Source: an optimization exercise on an open RTL-to-GDS flow (aim: small area, a short achievable clock period and few clock cycles per item). Production flows keep margins and buffers that such runs may drop.
No functional check of the RTL was part of any run shown here.

`flow/config.mk`:
```
export PLATFORM = sky130hd
export DESIGN_NAME = multiplier
export DESIGN_NICKNAME = multiplier
export VERILOG_FILES = /design/flow/design.v
export SDC_FILE = /design/flow/constraint.sdc
export NUM_CORES = 4
export LEC_CHECK = 0
export CAP_MARGIN = 20
export CORE_MARGIN = 2
export CORE_UTILIZATION = 40
export SLEW_MARGIN = 20
```
`flow/constraint.sdc`:
```
create_clock -name core_clock -period 8.0 [get_ports {clk}]
set_input_delay 1.6000 -clock core_clock [delete_from_list [all_inputs] [get_ports {clk}]]
set_output_delay 1.6000 -clock core_clock [all_outputs]
set_load 0.01 [all_outputs]
```
`flow/design.v`:
```
module multiplier #(MANT_BITS=23, EXP_BITS=8)(
	input wire clk,
	input wire reset_n,
	input wire input_valid,
	input logic [EXP_BITS+MANT_BITS:0] in_a,
	input logic [EXP_BITS+MANT_BITS:0] in_b,
	output logic [EXP_BITS+MANT_BITS:0] data_out,
	output logic output_valid
);
enum logic [2:0]{
	WAIT 		= 3'b000,
	INIT 		= 3'b001,
	CALC_EXP 	= 3'b010,
	INC_EXP 	= 3'b011,
	OVERFLOW 	= 3'b100,
	DATA_OUT 	= 3'b101,
	CHECK		= 3'b110,
	CALC_MANT 	= 3'b111
} ps, ns;
logic [EXP_BITS+MANT_BITS:0] data_a;
logic [EXP_BITS+MANT_BITS:0] data_b;
logic [EXP_BITS:0] exp;  
logic [((MANT_BITS+1)*2)-1:0] mant;	 
wire exp_a_0;
wire exp_b_0;
wire need_to_shift;
logic signed [EXP_BITS+1:0] e1;  
logic signed [EXP_BITS+1:0] e2;	 
always_ff @ (posedge clk)
begin
	if(ps == WAIT)
		output_valid <= 0;
	else if(ps == INIT)
	begin
		data_a <= in_a;
		data_b <= in_b;
		exp <= 0;
		mant <= 0;
	end
	else if(ps == CALC_MANT)
	begin
		mant <= {exp_a_0,data_a[MANT_BITS-1:0]} * {exp_b_0,data_b[MANT_BITS-1:0]};
	end
	else if(ps == CALC_EXP)
	begin
		if(((e1 + e2) >= 2**(EXP_BITS-1)) || (e1 == 2**(EXP_BITS-1)) || (e2 == 2**(EXP_BITS-1)))
			exp <= 2**(EXP_BITS+1)-1;
		else if(mant == 0 && (data_a[EXP_BITS+MANT_BITS-1:MANT_BITS] == 0 || data_b[EXP_BITS+MANT_BITS-1:MANT_BITS] == 0))
			exp <= 0;
		else if(((e1+e2) > 2-2**(EXP_BITS-1)) && ((e1+e2) < 2**(EXP_BITS))) 
			exp <= e1 + e2 + 2**(EXP_BITS-1)-1;
		else if(((e1 + e2) == 2-2**(EXP_BITS-1)) && (mant[((MANT_BITS+1)*2)-1:((MANT_BITS+1)*2)-2] == 2'b00))
			exp <= 0;
		else if(((e1 + e2) == 2-2**(EXP_BITS-1)) && (mant[((MANT_BITS+1)*2)-1:((MANT_BITS+1)*2)-2] != 2'b00))
			exp <= 1;
		else
		begin
			exp <= 0;
			mant <= 0;
		end
		data_out[EXP_BITS+MANT_BITS] <= data_a[EXP_BITS+MANT_BITS] ^ data_b[EXP_BITS+MANT_BITS];
	end
	else if(ps == INC_EXP)
	begin
		if(mant[((MANT_BITS+1)*2)-1] == 1)
		begin
			exp <= exp + 1;
			mant <= mant >> 1;
		end
		else
		begin
			exp <= exp - 1;
			mant <= mant << 1;
		end
	end
	else if(ps == OVERFLOW)
	begin
		exp <= 2**(EXP_BITS)-1;
		mant <= 0;
	end
	else if(ps == DATA_OUT)
	begin
		data_out[EXP_BITS+MANT_BITS-1:0] <= {exp[EXP_BITS-1:0],mant[(MANT_BITS*2)-1:MANT_BITS]};
		output_valid <= 1;
	end
end
always_comb
begin
	if(data_a[EXP_BITS+MANT_BITS-1:MANT_BITS] != 0)
		e1 = data_a[EXP_BITS+MANT_BITS-1:MANT_BITS] - (2**(EXP_BITS-1)-1);
	else
		e1 = 2-2**(EXP_BITS-1);
end
always_comb
begin
	if(data_b[EXP_BITS+MANT_BITS-1:MANT_BITS] != 0)
		e2 = data_b[EXP_BITS+MANT_BITS-1:MANT_BITS] - (2**(EXP_BITS-1)-1);
	else
		e2 = 2-2**(EXP_BITS-1);
end
assign need_to_shift = ((mant[((MANT_BITS+1)*2)-1:((MANT_BITS+1)*2)-2] != 2'b01) && (exp[EXP_BITS-1:0] != 0)) || ((mant[((MANT_BITS+1)*2)-1:((MANT_BITS+1)*2)-2] != 2'b00) && (exp[EXP_BITS-1:0] == 0));
assign exp_a_0 = | data_a[EXP_BITS+MANT_BITS-1:MANT_BITS];
assign exp_b_0 = | data_b[EXP_BITS+MANT_BITS-1:MANT_BITS];
always_comb
begin
	case(ps)
		WAIT:
			if(input_valid)
				ns = INIT;
			else
				ns = WAIT;
		INIT:
			ns = CALC_MANT;
		CALC_MANT:
			ns = CALC_EXP;
		CALC_EXP:
			ns = CHECK;
		CHECK:
			if(need_to_shift && !exp[EXP_BITS])
				ns = INC_EXP;
			else if(exp[EXP_BITS])
				ns = OVERFLOW;
			else
				ns = DATA_OUT;
		INC_EXP:
			if(exp[EXP_BITS])
				ns = OVERFLOW;
			else if(need_to_shift && !exp[EXP_BITS] && !((mant[((MANT_BITS+1)*2)-1:((MANT_BITS+1)*2)-3] == 3'b001) || (mant[((MANT_BITS+1)*2)-1] == 1)))
				ns = INC_EXP;
			else
				ns = DATA_OUT;
		OVERFLOW:
			ns = DATA_OUT;
		DATA_OUT:	
			ns = WAIT;
	endcase
end
always_ff @ (posedge clk, negedge reset_n)
begin
	if(!reset_n)
		ps <= WAIT;
	else
		ps <= ns;
end
endmodule
```
`flow/run.sh`:
```
#!/bin/bash
# synth_recipe.tcl (not shown) runs the flow's synth.tcl, then flattens the netlist and writes it again
# the make line also repeats each setting of config.mk as NAME=value (left out here)
make -C /OpenROAD-flow-scripts/flow DESIGN_CONFIG=/design/flow/config.mk WORK_HOME=/design/flow/orfs CLKGATE_MAP_FILE= SYNTH_SCRIPT=/design/flow/synth_recipe.tcl finish
```
==> flow_summary_export.csv, run 1 <==
group,metric,value,unit
hold_path,hold_class,"flop to flop",
detailed_routing,antenna_left,0,
setup_path,crit_chain,"buf_4 > nand2_1 > fa_1 > inv_1 > fa_1 > inv_1 > fa_1 > fa_1 > fa_1 > fa_1 > fa_1 > inv_1 > ha_1 > nand4_1 > nor4_4 > nand3_1 > o221ai_2 > o211a_1 > nand2_1 > o41ai_2 > mux2i_1 > o221ai_1",
synthesis,post-synth-top-area-cell,"fa_1",
setup_path,cp.required,8.23,ns
grt,grt_pass1_wl,112,mm
place,gp_congestion,0.864,
clocking,h-tree-depth,4,
clocking,cts_buffers,17,
hold_path,whs_path_depth,2,
detailed_routing,vias,18900,
floorplanning,core_area,64700,um^2
synthesis,synth.most_common_cell,"inv_1",
synthesis,yosysWarnings,1,
clocking,cts_tree,"done",
grt,globalRouteOverflowTotal,0,
setup_path,crit_arrival,7.87,ns
sta,tightest_slew,0.986,ns
synthesis,synth_cell_types,79,
detailed_routing,drcViolationCount,0,
synthesis,yosys-top-cells-area,"fa_1 37%, edfxtp_1 17%, ha_1 9.3%",
final_layout,fin_cells,3646,
synthesis,synth_top_area_share,36.9,%
sta,max_slew_margin,34.2,%
setup_path,startpoint_type,"flop",
setup_path,worst_path_dominant_cell_family,"adder cells",
sta,period_needed,7.63,ns
setup_path,reg2reg_depth,22,
setup_path,slowest_delay,0.80,ns
setup_path,critPathSlowestCell,"edfxtp_1",
sta,setup-tns-final,0,ns
floorplanning,initial_core_util,40.6,%
synthesis,syn_inst,2719,
sta,slew_violations,0,
floorplanning,num_rows,93,
final_layout,drive_gt1_share,5.09,%
grt,grt_pass1_vias,20900,
place,io_buffers,99,
detailed_routing,drtPass1Iterations,5,
synthesis,syn_area,26300,um^2
final_layout,multiInputGateArea,19100,um^2
synthesis,postSynthAreaPerCell,9.66,um^2
setup_path,end_kind,"flop",
setup_path,crit_top_cell,"fa_1",
setup_path,cp_max_fo,16,
detailed_routing,first_iter_violations,1264,
detailed_routing,viasPerCell,5.19,
run,maxCapViolations,0,
clocking,clk_pin_slew,0.08,ns
setup_path,path_depth,22,
grt,grt_max_degree,60,
sta,fmax,131,MHz
place,placed_cells,3612,
detailed_routing,drt-total-wl,68.1,mm
grt,antenna_found_initial,0,
sta,final-setup-viol-count,0,
sta,fin_crit_sh,95.4,%
final_layout,ff_latch_area,4690,um^2
synthesis,synth_common_cells,"533 x inv_1, 484 x fa_1, 410 x nand2_1, 219 x and2_1, 196 x ha_1",
final_layout,area_delta_synth_final,10.5,%
floorplanning,dieArea,67700,um^2
clocking,clk_latency,0.51,ns
final_layout,nNetsFinal,3525,
setup_path,crit_type,"flop to flop",
sta,hold_viol_final,0,
status,status,"no timing/DRC/antenna violations",
synthesis,synth-seq-cells,157,
final_layout,fillers,6217,
synthesis,yosys_most_used_dff,"edfxtp_1",
place,dp_hpwl,56.1,mm
clocking,clockRootBuffer,"clkbuf_16",
synthesis,yosysSeqAreaShare,17.9,%
floorplanning,ioPinCount,100,
final_layout,antenna_cells,0,
floorplanning,fp.dieH,260,um
setup_path,path_buf_inv,4,
detailed_routing,wl_per_cell,18.7,um
synthesis,synth_edf_count,153,
synthesis,syn_nets,3466,
sta,skew,0.0179,ns
synthesis,synthArstFlopShare,1.91,%
clocking,clockBufferDepth,2,
floorplanning,die_w,260,um
clocking,cts_num_sinks,157,
grt,grtUsageTotal,21.3,%
sta,fin_hold_ws,0.486,ns
layout make-up:
type	count	share of cell area [%]
clock inverter	14	0.466
clock buffer	18	1.48
inverter	533	6.90
multi-input combinational	1894	65.9
sequential	157	16.2
timing repair buffer	175	5.42
tap	855	3.69
layout by cell type (no fill, tap or decap), types with 5 or more instances in the layout:
cell type	instances
nand4_1	11
fa_1	484
edfxtp_1	153
nor2_1	57
nand2_1	410
xnor2_1	42
inv_1	533
o21ai_1	9
nand3_1	27
xor2_1	27
and3_1	6
nor4_1	17
and2_1	219
clkdlybuf4s50_1	99
ha_1	196
o21ai_0	40
a21oi_1	70
clkbuf_16	17
o21a_1	6
o22ai_1	25
buf_4	75
nand2b_1	14
nor2b_1	15
mux2_2	5
a211oi_1	22
o21bai_1	8
a21o_1	35
nor3_1	13
a31oi_1	10
mux2i_1	40
sequential cells by signal, indices dropped and copies added, names as in the netlist:
| signal | cells |
|---|---|
| mant | 48 |
| data_a | 32 |
| data_b | 32 |
| data_out | 32 |
| exp | 9 |
| ps | 3 |
| output_valid | 1 |
cell families (layout without fill, tap and decap cells):
group / Yosys count / count (layout) / synth area share (%)
AND/OR/NAND/NOR: 820 / 820 / 15.1
adder cells (fa/ha/maj): 680 / 680 / 46.2
buffers and inverters: 668 / 740 / 9.57
AO/OA/AOI/OAI: 279 / 279 / 7.18
flip-flops: 157 / 157 / 17.9
XOR/XNOR: 70 / 70 / 2.36
multiplexers: 45 / 45 / 1.74
tightest hold or removal path: cells and delay by family (launching register included):
family | cells | cell delay, ns
AO/OA/AOI/OAI | 1 | 0.07
flip-flops | 1 | 0.33
AND/OR/NAND/NOR | 1 | 0.05
per-layer routing:
layer | wire, um | part of all wire, % | vias to the layer above | GRT usage [%]
met5 | 0 | 0 | - | 0
met4 | 1580 | 2.3 | 0 | 6.65
met3 | 2830 | 4.2 | 82 | 2.37
met2 | 35100 | 52 | 428 | 37.7
met1 | 28600 | 42 | 9817 | 27.3
li1 | - | - | 8594 | -
final timing paths:
| kind | start | endpoint | slack [ns] |
|---|---|---|---|
| max reg2reg | data_b[9] | mant[47] | 0.37 |
| min | output_valid | output_valid | 0.49 |
| max | data_b[9] | mant[47] | 0.37 |
| max in group asynchronous | reset_n | ps[0] | 6.56 |
| min reg2reg | output_valid | output_valid | 0.49 |
| min in group asynchronous | reset_n | ps[1] | 1.28 |
metrics by stage:
stage	util (%)	setup WS, ns	cell area [um^2]
finish	44.8	0.366	29000
global route	44.8	-0.0506	29000
CTS	44.8	0.273	29000
detailed placement	43.9	0.246	28400
global placement	43.9	0.356	28400
floorplan	-	0.536	26300
repair_timing:
| item | 4_1_cts | 5_1_grt |
|---|---|---|
| endpoints found under the setup margin | 0 | 1 |
| hold buffers | 0 | 0 |
| gates resized for setup | 0 | 4 |
| buffers inserted | 0 | 2 |
==> inputs of run 2 (changes only) <==
==> flow/design.v (replaced) <==
module multiplier #(MANT_BITS=23, EXP_BITS=8)(
	input wire clk,
	input wire reset_n,
	input wire input_valid,
	input logic [EXP_BITS+MANT_BITS:0] in_a,
	input logic [EXP_BITS+MANT_BITS:0] in_b,
	output logic [EXP_BITS+MANT_BITS:0] data_out,
	output logic output_valid
);
logic [7:0] ea, eb;
logic za, zb;
logic [23:0] ma, mb;
logic [9:0] esum;           
logic [4:0] la, lb, k;
logic [8:0] cap;
logic [47:0] p;
logic [23:0] sa, sb;
logic inf, zero, s126;
logic [7:0] eo;
logic [22:0] mo;
assign ea = in_a[30:23];
assign eb = in_b[30:23];
assign za = (ea == 0);
assign zb = (eb == 0);
assign ma = {~za, in_a[22:0]};
assign mb = {~zb, in_b[22:0]};
assign esum = {2'b0, ea | {7'b0, za}} + {2'b0, eb | {7'b0, zb}};
always_comb begin
	la = 0;
	for (int i = 0; i < 24; i++) if (ma[i]) la = 5'(23 - i);
	lb = 0;
	for (int i = 0; i < 24; i++) if (mb[i]) lb = 5'(23 - i);
end
assign s126 = (esum == 128);
assign cap = s126 ? 9'd0 : 9'(esum - 126);    
assign k = 5'((za ? la : lb) > cap ? cap : (za ? la : lb));
assign sa = ma << (za ? k : 5'd0);
assign sb = mb << (za ? 5'd0 : k);
assign p = sa * sb;
assign inf = (ea == 8'hff) || (eb == 8'hff) || (esum >= 382);
assign zero = (za && in_a[22:0] == 0) || (zb && in_b[22:0] == 0) || (esum < 128);
assign eo = (s126 && !p[47] && !p[46]) ? 8'd0 : 8'(esum - 127 - k + p[47]);
assign mo = p[47] ? p[46:24] : p[45:23];
always_ff @(posedge clk) begin
	data_out[31] <= in_a[31] ^ in_b[31];
	data_out[30:0] <= inf ? {8'hff, 23'd0} : zero ? 31'd0 : {eo, mo};
end
always_ff @(posedge clk, negedge reset_n) begin
	if (!reset_n)
		output_valid <= 1'b0;
	else
		output_valid <= input_valid;
end
endmodule
==> run 2 against run 1 <==
Now fails the layout checks on setup timing. Highest routed layer unchanged. Cell count increased by 20%. Critical path depth is 51 higher. Sequential cell count down 124. Die area fell by 11%. Worst setup slack lost 6.8 ns. Final area up 13%. Area after synthesis decreased by 11%. Critical endpoint is now data_out[30].
==> flow_summary_export.csv, run 2 <==
group,metric,value,unit
status,status,"finished with violations",
status,so_faults,"setup timing",
synthesis,yosys_most_used_dff,"dfxtp_1",
setup_path,crit_type,"input port to flop",
detailed_routing,wl_per_cell,19.3,um
detailed_routing,route.met2.wl,40.0,mm
synthesis,synth_edf_count,0,
hold_path,hold_class,"input port to async pin",
sta,tightest_slew,0.917,ns
detailed_routing,viasPerCell,5.15,
sta,fin_crit_sh,180,%
detailed_routing,top_layer,"met4",
floorplanning,initial_core_util,40.4,%
detailed_routing,drtPass1Iterations,5,
detailed_routing,vias,22500,
synthesis,synthArstFlopShare,3.03,%
synthesis,synth_cell_types,85,
synthesis,synth_common_cells,"560 x inv_1, 484 x fa_1, 389 x nand2_1, 367 x nor2_1, 198 x ha_1",
final_layout,largest_reg_flops,32,
setup_path,startpoint_type,"input port",
final_layout,final_cell_mix,"701 x buf_4, 547 x inv_1, 462 x fa_1, 377 x nand2_1, 327 x nor2_1",
sta,final-setup-viol-count,31,
final_layout,antenna_cells,0,
setup_path,cp-startpoint,"in_b[23]",
grt,antenna_found_initial,0,
detailed_routing,antenna_left,0,
setup_path,crit_path_end,"data_out[30]",
synthesis,post-synth-top-area-cell,"fa_1",
sta,grt_setup_unrepaired,"yes",
final_layout,area_delta_synth_final,40.7,%
final_layout,top_register,"data_out",
floorplanning,num_rows,88,
clocking,cts_num_sinks,33,
final_layout,reg_top3,"data_out: 32 flops, output_valid: 1 flops",
synthesis,yosysSeqAreaShare,2.85,%
sta,fmax,69.4,MHz
clocking,clockRootBuffer,"clkbuf_16",
clocking,clockBufferDepth,2,
final_layout,drive_gt1_share,30.5,%
clocking,cts_buffers,5,
place,io_buffers,99,
final_layout,fillers,5241,
place,place_ws,-7.58,ns
clocking,cts_tree,"done",
setup_path,crit_arrival,14.53,ns
synthesis,yosysWarnings,1,
place,placed_cells,4264,
grt,grt_pass1_wl,134,mm
setup_path,slowest_delay,0.56,ns
synthesis,synth_top_area_share,41.6,%
detailed_routing,wl_met3,5.41,mm
sta,max_slew_margin,38.4,%
clocking,ctsHoldBuffers,0,
setup_path,path_depth,73,
final_layout,final_common_cell,"buf_4",
floorplanning,core_area,57700,um^2
sta,fin_hold_ws,1.46,ns
grt,globalRouteOverflowTotal,0,
detailed_routing,drcViolationCount,0,
setup_path,worst_path_dominant_cell_family,"adder cells",
place,gp_congestion,0.990,
sta,period_needed,14.42,ns
setup_path,path_buf_inv,15,
synthesis,postSynthAreaPerCell,8.14,um^2
detailed_routing,first_iter_violations,1466,
synthesis,syn_nets,3613,
grt,grt_max_degree,30,
grt,grtUsageTotal,28.5,%
setup_path,cp.required,8.11,ns
setup_path,end_kind,"flop",
sta,slew_violations,0,
floorplanning,fp.dieH,245,um
sta,layout_setup_ws,-6.42,ns
setup_path,crit_top_cell,"inv_2",
final_layout,nNetsFinal,4356,
sta,hold_viol_final,0,
synthesis,syn_area,23300,um^2
place,dp_hpwl,72.3,mm
run,maxCapViolations,0,
floorplanning,ioPinCount,100,
synthesis,synth-seq-cells,33,
final_layout,fin_cells,4373,
detailed_routing,met1_length,35.5,mm
clocking,h-tree-depth,2,
synthesis,synth.most_common_cell,"inv_1",
clocking,clk_pin_slew,0.05,ns
synthesis,yosys-top-cells-area,"fa_1 42%, ha_1 11%, inv_1 9.0%",
final_layout,post-route-util,56.8,%
detailed_routing,drt-total-wl,84.2,mm
floorplanning,dieArea,60200,um^2
floorplanning,die_w,245,um
grt,grt_pass1_vias,24600,
synthesis,syn_inst,2864,
setup_path,critPathSlowestCell,"fa_1",
setup_path,cp_max_fo,4,
-- run 2: changes by cell type after synthesis, sizes merged, moves of 24 or more --
cell	change
a21oi	+28
o22ai	-24
edfxtp	-153
nand2b	+24
nor2	+306
and2	-198
dfxtp	+31
mux2i	+65
inv	+30
-- run 2: logic make-up after synthesis --
logic type / synth area share, %
xor gates and xnor gates: 1.35
and+or+nand+nor: 18.4
buffers and inverters: 11.4
AOI/OAI and AO/OA: 8.73
adders and majority gates: 52.2
DFF: 2.85
muxes: 5.09
-- run 2: how the worst min path moves through the flow --
stage,startpoint,to,slack (ns),cells after the start
final,reset_n,output_valid,1.46,1
after global routing,reset_n,output_valid,1.46,1
after CTS,reset_n,output_valid,1.46,1
after detailed placement,reset_n,output_valid,1.75,1
after global placement,reset_n,output_valid,1.75,1
after floorplan,reset_n,output_valid,1.30,0
-- run 2: area by class of cell --
class / count / area [um^2] / area share [%]
inverter: 563 / 2110 / 6.44
sequential: 33 / 666 / 2.03
timing repair buffer: 870 / 7350 / 22.4
clock buffer: 6 / 129 / 0.393
multi-input combinational: 2134 / 21600 / 65.8
tap: 765 / 957 / 2.92
clock inverter: 2 / 10.0 / 0.0305
-- run 2: metal layers --
| layer | up-vias | track usage (%) |
|---|---|---|
| met3 | 182 | 3.23 |
| met1 | 11300 | 37.8 |
| met4 | 0 | 8.79 |
| met2 | 752 | 48.6 |
| li1 | 10300 | - |
| met5 | - | 0 |
-- run 2: metrics by stage --
stage               cell area, um^2  TNS, ns
detailed placement            30400  -211.04
floorplan                     23800  -174.11
global route                  32800  -189.70
finish                        32800  -174.94
CTS                           32100  -172.41
global placement              30400  -201.50
-- run 2: repair_timing --
item | in CTS | in global routing
gates resized for setup | 297 | 111
cloned | 3 | 0
buffers inserted | 75 | 32
endpoints found under the setup margin | 31 | 31
pin swaps | 131 | 118

-- static timing again, ports no longer ideal --
The flow's constraints put no driver on any port. The routed layouts listed below were extracted and timed again, unchanged, in two steps. Step 1 (the two cells are an assumption about what drives the block):
set clk [get_ports {clk}]
set_driving_cell -lib_cell sky130_fd_sc_hd__clkbuf_16 $clk
set_driving_cell -lib_cell sky130_fd_sc_hd__buf_2 [delete_from_list [all_inputs] $clk]
Step 2, shift: input delay + t, output delay - t, t = (earliest + latest rising clock arrival at the registers) / 2. This alone moves slack from input paths to output paths. a / b / c = ideal / step 1 / step 2; a / b = the first two.
| run | t (ns) | setup WS [ns] | worst setup path after step 2 | worst slew at a driven data input, ns |
|---|---|---|---|---|
| run 1 | 0.556 | 0.366 / 0.366 / 0.366 | register to register | 0.06 |
| run 2 | 0.306 | -6.419 / -6.419 / -6.725 | input to register | 0.05 |
For run 2, which loses most, drivers alone change the setup slack by 0.000 ns; drivers and shift together by -0.306 ns.
